This design comes from an exercise in tuning for small area, a short achievable clock period and few clock cycles on the open sky130 flow, not from production work.
Where RTL was checked, it was by simulation tests only, not by an equivalence proof against the original.
No activity file was given, so power comes from the tool's default toggle rates.

oak:
Design process, start of the top module:
module process(
  input clk,
  input rst,
  input [23:0] in_pix,
  output reg [5:0] row, col,
  output reg out_we,
  output reg [23:0] out_pix,
  output reg mirror_done,
  output reg gray_done,
  output reg filter_done
);
Size in the first run: ~230 flip-flops, roughly 0.012 sq mm of cells after synthesis.
make LEC_CHECK=0 ABC_AREA=1 CAP_MARGIN=20 CORE_MARGIN=2 CORE_UTILIZATION=40 CTS_CLUSTER_DIAMETER=120 CTS_CLUSTER_SIZE=25 SETUP_SLACK_MARGIN=5 SLEW_MARGIN=20 finish   # period 8.0 ns
run.sh (not shown) runs the stock make flow with config.mk's settings and CLKGATE_MAP_FILE= SYNTH_SCRIPT=/design/flow/synth_recipe.tcl, a recipe that flattens the netlist after the stock synthesis.
Testbench counts of oak, summed over its fixed seeds: cycles 307,356.
Setup changes, oak to pine
Settings: SETUP_SLACK_MARGIN: 5 -> unset; ABC_CLOCK_PERIOD_IN_PS: unset -> 2500; ABC_AREA: 1 -> unset.
==> flow/flow/run.sh (new file) <==
#!/bin/bash
set -euo pipefail
bash standard.sh SETUP_SLACK_MARGIN=5.45 MATCH_CELL_FOOTPRINT=0 finish > standard_flow.log 2>&1
==> flow/standard.sh (new file) <==
#!/bin/bash
# synth_recipe.tcl (not shown) runs the flow's synth.tcl, then flattens the netlist and writes it again
# the make line also repeats each setting of config.mk as NAME=value (left out here)
make -C /OpenROAD-flow-scripts/flow DESIGN_CONFIG=/design/flow/config.mk WORK_HOME=/design/flow/orfs CLKGATE_MAP_FILE= SYNTH_SCRIPT=/design/flow/synth_recipe.tcl "${@:-finish}"
removed: flow/run.sh
- In the flow results for oak and pine, the cell count is smaller on pine.
- From oak to pine the numbers moved as follows: final clock period utilization by the worst path -3.7 points; final instance area +350 sq um.
- Compared with oak, pine shows a lower clock tree skew after final layout.
- pine ends up with a count of placed standard cells including taps that is 312 lower than in oak.
- oak → pine: sequential share of layout area -0.52 points, multi-input logic area +6.8%.
- multi-input gates as the cell class ranked first by area was reported by pine, and flip-flops and latches by oak.


The RTL this note starts from:
==> flow/design.v <==
`timescale 1ns / 1ps
module process(
  input clk,
  input rst,
  input [23:0] in_pix,
  output reg [5:0] row, col,
  output reg out_we,
  output reg [23:0] out_pix,
  output reg mirror_done,
  output reg gray_done,
  output reg filter_done
);
localparam integer K  = 4;             
localparam integer NS = 64 / K;        
localparam integer LS = 2 * K + 2;     
localparam [1:0] ST_MIR = 2'd0, ST_GRAY = 2'd1, ST_SHP = 2'd2, ST_DONE = 2'd3;
localparam [2:0] WS_PIX = 3'd0, WS_GRAY = 3'd1, WS_TOP = 3'd2, WS_LAST = 3'd3,
                 WS_LASTF = 3'd4, WS_S = 3'd5, WS_HOLD = 3'd6;
reg [1:0]  stage;
reg [12:0] cnt;       
reg [4:0]  slot;      
wire [12:0] inc = cnt + ((stage == ST_SHP && cnt[6]) ? 13'd64 : 13'd1);
wire [6:0]  sc = cnt[6:0];
wire [4:0]  strip = cnt[11:7];
wire        c64 = sc[6];
wire        c0 = (sc == 7'd0);
wire        s_first = (strip == 0);
wire        s_last = (strip == NS - 1);
wire        s_virt = (strip == NS);
reg [5:0] n_row, n_col;
reg       n_we;
reg [2:0] n_wsel;
reg       n_sr, n_virt, n_proc, n_swap, n_jk;
reg [1:0]  x_stage;
reg [12:0] x_cnt;
reg [4:0]  x_slot;
reg [1:0] hs, lo, cs;
wire [3:0] sm1 = strip[3:0] - 1'b1, sp1 = strip[3:0] + 1'b1;
always @* begin
  n_row = 0; n_col = 0; n_we = 0; n_wsel = WS_S;
  n_sr = 0; n_virt = 0; n_proc = 0; n_swap = 0; n_jk = 0;
  x_stage = stage; x_cnt = cnt; x_slot = slot;
  hs = 0; lo = 0; cs = 0;
  case (stage)
    ST_MIR: begin
      n_row = (slot == 5'd1) ? ~{1'b0, cnt[10:6]} : {1'b0, cnt[10:6]};
      n_col = cnt[5:0];
      n_we  = (slot != 5'd0);
      n_wsel = WS_PIX;
      if (slot == 5'd2) begin
        x_slot = 0;
        x_cnt = inc;
        if (cnt[10:0] == 11'h7ff) begin
          x_stage = ST_GRAY;
          x_cnt = 13'h1fff;
        end
      end else
        x_slot = slot + 1'b1;
    end
    ST_GRAY: begin
      if (!slot[0]) begin
        n_row = inc[11:6];
        n_col = inc[5:0];
        n_wsel = WS_GRAY;
        x_slot = 1;
      end else begin
        n_row = cnt[11:6];
        n_col = cnt[5:0];
        n_we = !cnt[12];
        n_wsel = WS_HOLD;
        x_slot = 0;
        x_cnt = inc;
        if (cnt == 13'h0fff) begin
          x_stage = ST_SHP;
          x_cnt = 0;
        end
      end
    end
    ST_SHP: begin
      hs = 2'd0; lo = 2'd0; cs = 2'd0;
      case (slot[3:0])
        4'd0: begin                                    
          lo = 2'd1; n_sr = 1; n_virt = c64 || s_virt;
        end
        4'd1: begin                                    
          n_sr = 1; n_virt = c64 || s_virt;
          n_wsel = (s_virt || (s_last && !c0)) ? WS_LASTF : WS_LAST;
        end
        4'd2: begin                                    
          n_wsel = WS_HOLD; lo = 2'd3;
          if (c0) begin hs = 2'd1; cs = 2'd3; n_we = !s_first; end
          else begin cs = 2'd2; n_we = (sc != 7'd1); end
        end
        4'd3: begin                                    
          hs = 2'd1; lo = 2'd3; n_sr = 1; n_virt = c64 || s_first;
          n_proc = 1; n_swap = 1;
        end
        4'd4: begin                                    
          hs = 2'd1; lo = 2'd3; n_we = !s_first && !c64; n_wsel = WS_TOP;
        end
        4'd5: begin                                    
          lo = 2'd2; n_sr = 1; n_virt = c64; n_proc = 1;
        end
        4'd6: begin                                    
          cs = 2'd1; n_we = !c0;
        end
        4'd7: begin                                    
          lo = 2'd3; n_sr = 1; n_virt = c64; n_proc = 1; n_jk = 1;
        end
        4'd8: begin                                    
          lo = 2'd1; cs = 2'd1; n_we = !c0;
        end
        4'd9: begin                                    
          hs = 2'd2; n_sr = 1; n_virt = c64 || s_last; n_proc = 1;
        end
        default: begin                                 
          lo = 2'd2; cs = 2'd1; n_we = !c0;
        end
      endcase
      n_row = {(hs == 2'd1) ? sm1 : (hs == 2'd2) ? sp1 : strip[3:0], lo};
      n_col = (cs == 2'd0) ? sc[5:0] : (cs == 2'd1) ? sc[5:0] - 1'b1 :
              (cs == 2'd2) ? sc[5:0] - 2'd2 : 6'd63;
      if (s_virt && slot == 5'd2) begin
        x_stage = ST_DONE;
      end else if (slot == LS) begin
        x_slot = 0;
        x_cnt = inc;
      end else
        x_slot = slot + 1'b1;
    end
    default: ;
  endcase
end
reg t0_sr, t0_virt, t0_proc, t0_swap, t0_jk, t0_c0;
reg t1_sr, t1_virt, t1_proc, t1_swap, t1_jk, t1_c0;
reg t2_proc;
always @(posedge clk) begin
  if (rst) begin
    stage <= ST_MIR;
    cnt <= 0;
    slot <= 5'd1;                    
    row <= 0; col <= 0; out_we <= 0;
    mirror_done <= 0; gray_done <= 0; filter_done <= 0;
  end else begin
    stage <= x_stage; cnt <= x_cnt; slot <= x_slot;
    row <= n_row; col <= n_col; out_we <= n_we;
    mirror_done <= (stage != ST_MIR);
    gray_done <= stage[1];
    filter_done <= (stage == ST_DONE);
  end
end
always @(posedge clk) begin
  t0_sr <= n_sr; t0_virt <= n_virt; t0_proc <= n_proc;
  t0_swap <= n_swap; t0_jk <= n_jk; t0_c0 <= c0;
  t1_sr <= t0_sr; t1_virt <= t0_virt; t1_proc <= t0_proc;
  t1_swap <= t0_swap; t1_jk <= t0_jk; t1_c0 <= t0_c0;
  t2_proc <= t1_proc;
end
reg  [23:0] cap;
wire [7:0] ir = in_pix[23:16];
wire [7:0] cr = cap[23:16], cg = cap[15:8], cb = cap[7:0];
wire rg = cr >= cg, rb = cr >= cb, gb = cg >= cb;
wire [8:0] s_rg = cr + cg, s_rb = cr + cb, s_gb = cg + cb;
wire       med_r = rg ^ rb, med_g = !med_r && (rg == gb), med_b = !med_r && (rg != gb);
wire [8:0] gsum = ({9{med_r}} & s_gb) | ({9{med_g}} & s_rb) | ({9{med_b}} & s_rg);
wire [7:0] gval = gsum[8:1];
reg  [7:0]  gu, gm;               
reg  [7:0]  gl_cur, gl_prev;      
reg  [9:0]  vr;                   
reg  [12:0] tr;                   
reg  [9:0]  ra [0:K-1];           
reg  [9:0]  rv [0:K-1];           
wire [7:0]  gnew = t1_virt ? 8'd0 : cap[15:8];
wire [9:0]  vsum = gu + gm + gnew;
wire [9:0]  vold = t1_c0 ? 10'd0 : rv[0];
wire [12:0] tval = {2'b00, gm, 3'b000} + {4'b0000, gm, 1'b0} - {3'b000, vold};
wire [12:0] anew = tr - {3'b000, vr};
wire [9:0]  asat = anew[12] ? 10'd0 : (|anew[11:10] ? 10'd1023 : anew[9:0]);
wire [10:0] sraw = {1'b0, ra[0]} - {1'b0, vr};
wire [7:0]  sclamp = sraw[10] ? 8'd0 : (|sraw[9:8] ? 8'd255 : sraw[7:0]);
integer e;
always @(posedge clk) begin
  cap <= in_pix;
  vr <= vsum;
  tr <= tval;
  if (t1_sr) begin
    gu <= gm;
    gm <= t1_swap ? gu : gnew;
  end
  if (t1_sr && t1_jk) begin
    gl_prev <= gl_cur;
    gl_cur <= gnew;
  end
  if (t2_proc) begin
    for (e = 0; e < K - 1; e = e + 1) begin
      ra[e] <= ra[e + 1];
      rv[e] <= rv[e + 1];
    end
    ra[K - 1] <= asat;
    rv[K - 1] <= vr;
  end
  case (n_wsel)
    WS_PIX:   out_pix <= in_pix;
    WS_GRAY:  out_pix <= {8'd0, gval, 8'd0};
    WS_TOP:   out_pix <= {8'd0, ir, 8'd0};
    WS_LAST:  out_pix <= {sclamp, gl_prev, 8'd0};
    WS_LASTF: out_pix <= {8'd0, sclamp, 8'd0};
    WS_HOLD:  out_pix <= out_pix;
    default:  out_pix <= {8'd0, sclamp, 8'd0};
  endcase
end
endmodule
make LEC_CHECK=0 ABC_CLOCK_PERIOD_IN_PS=2500 CAP_MARGIN=20 CORE_MARGIN=2 CORE_UTILIZATION=40 CTS_CLUSTER_DIAMETER=120 CTS_CLUSTER_SIZE=25 SETUP_SLACK_MARGIN=5 SLEW_MARGIN=20 finish   # period 8.0 ns
Stock flow here: none of the scripts above is used.
Then changed:
==> flow/flow/run.sh (new file) <==
#!/bin/bash
set -euo pipefail
bash standard.sh SETUP_SLACK_MARGIN=5.35 MATCH_CELL_FOOTPRINT=0 finish > standard_flow.log 2>&1
==> flow/standard.sh (new file) <==
#!/bin/bash
# synth_recipe.tcl (not shown) runs the flow's synth.tcl, then flattens the netlist and writes it again
# the make line also repeats each setting of config.mk as NAME=value (left out here)
make -C /OpenROAD-flow-scripts/flow DESIGN_CONFIG=/design/flow/config.mk WORK_HOME=/design/flow/orfs CLKGATE_MAP_FILE= SYNTH_SCRIPT=/design/flow/synth_recipe.tcl "${@:-finish}"
SETUP_SLACK_MARGIN = default   (was 5)
removed: flow/run.sh
=> Wire length rose by 6.5%. Sequential power hardly moves. Total power rose by 5.1%. Non-clock buffer count rose by 55. Die area stays the same. Setup slack gains 260 ps. Via count rose by 4.4%. Sequential cell count stays the same. Hold slack gains 3.5 ps. Fmax rose by 9.8%.
No functional check of the RTL was part of any run of this note.

static timing again, ports no longer ideal:
The results above use ideal ports. As a check the final layouts listed here were re-extracted and re-timed, cells and wires unchanged.
Step 1 assumes that a clkbuf_16 drives the clock port and a buf_2 every other input.
Step 2, shift: input delay + t, output delay - t, t = (earliest + latest rising clock arrival at the registers) / 2. This alone moves slack from input paths to output paths.
Three values: ideal ports, drivers, drivers and shift; two values: the first two.
run	shift t [ns]	slack for setup (ns)	slew at the worst register clock pin (ns)	worst data-port slew with drivers (ns)
oak	0.527	5.028 / 4.978 / 4.835	0.10 / 0.10	0.04
pine	0.528	5.326 / 5.326 / 5.018	0.10 / 0.10	0.04
the first run of note 2	0.531	5.041 / 4.988 / 4.709	0.10 / 0.10	0.04
the second run of note 2	0.533	5.306 / 5.273 / 4.992	0.10 / 0.10	0.04
After both steps setup and hold are still met in every run listed. The setup slack of the first run of note 2, which loses most, moves by -0.053 ns with the drivers and by -0.332 ns with both steps.
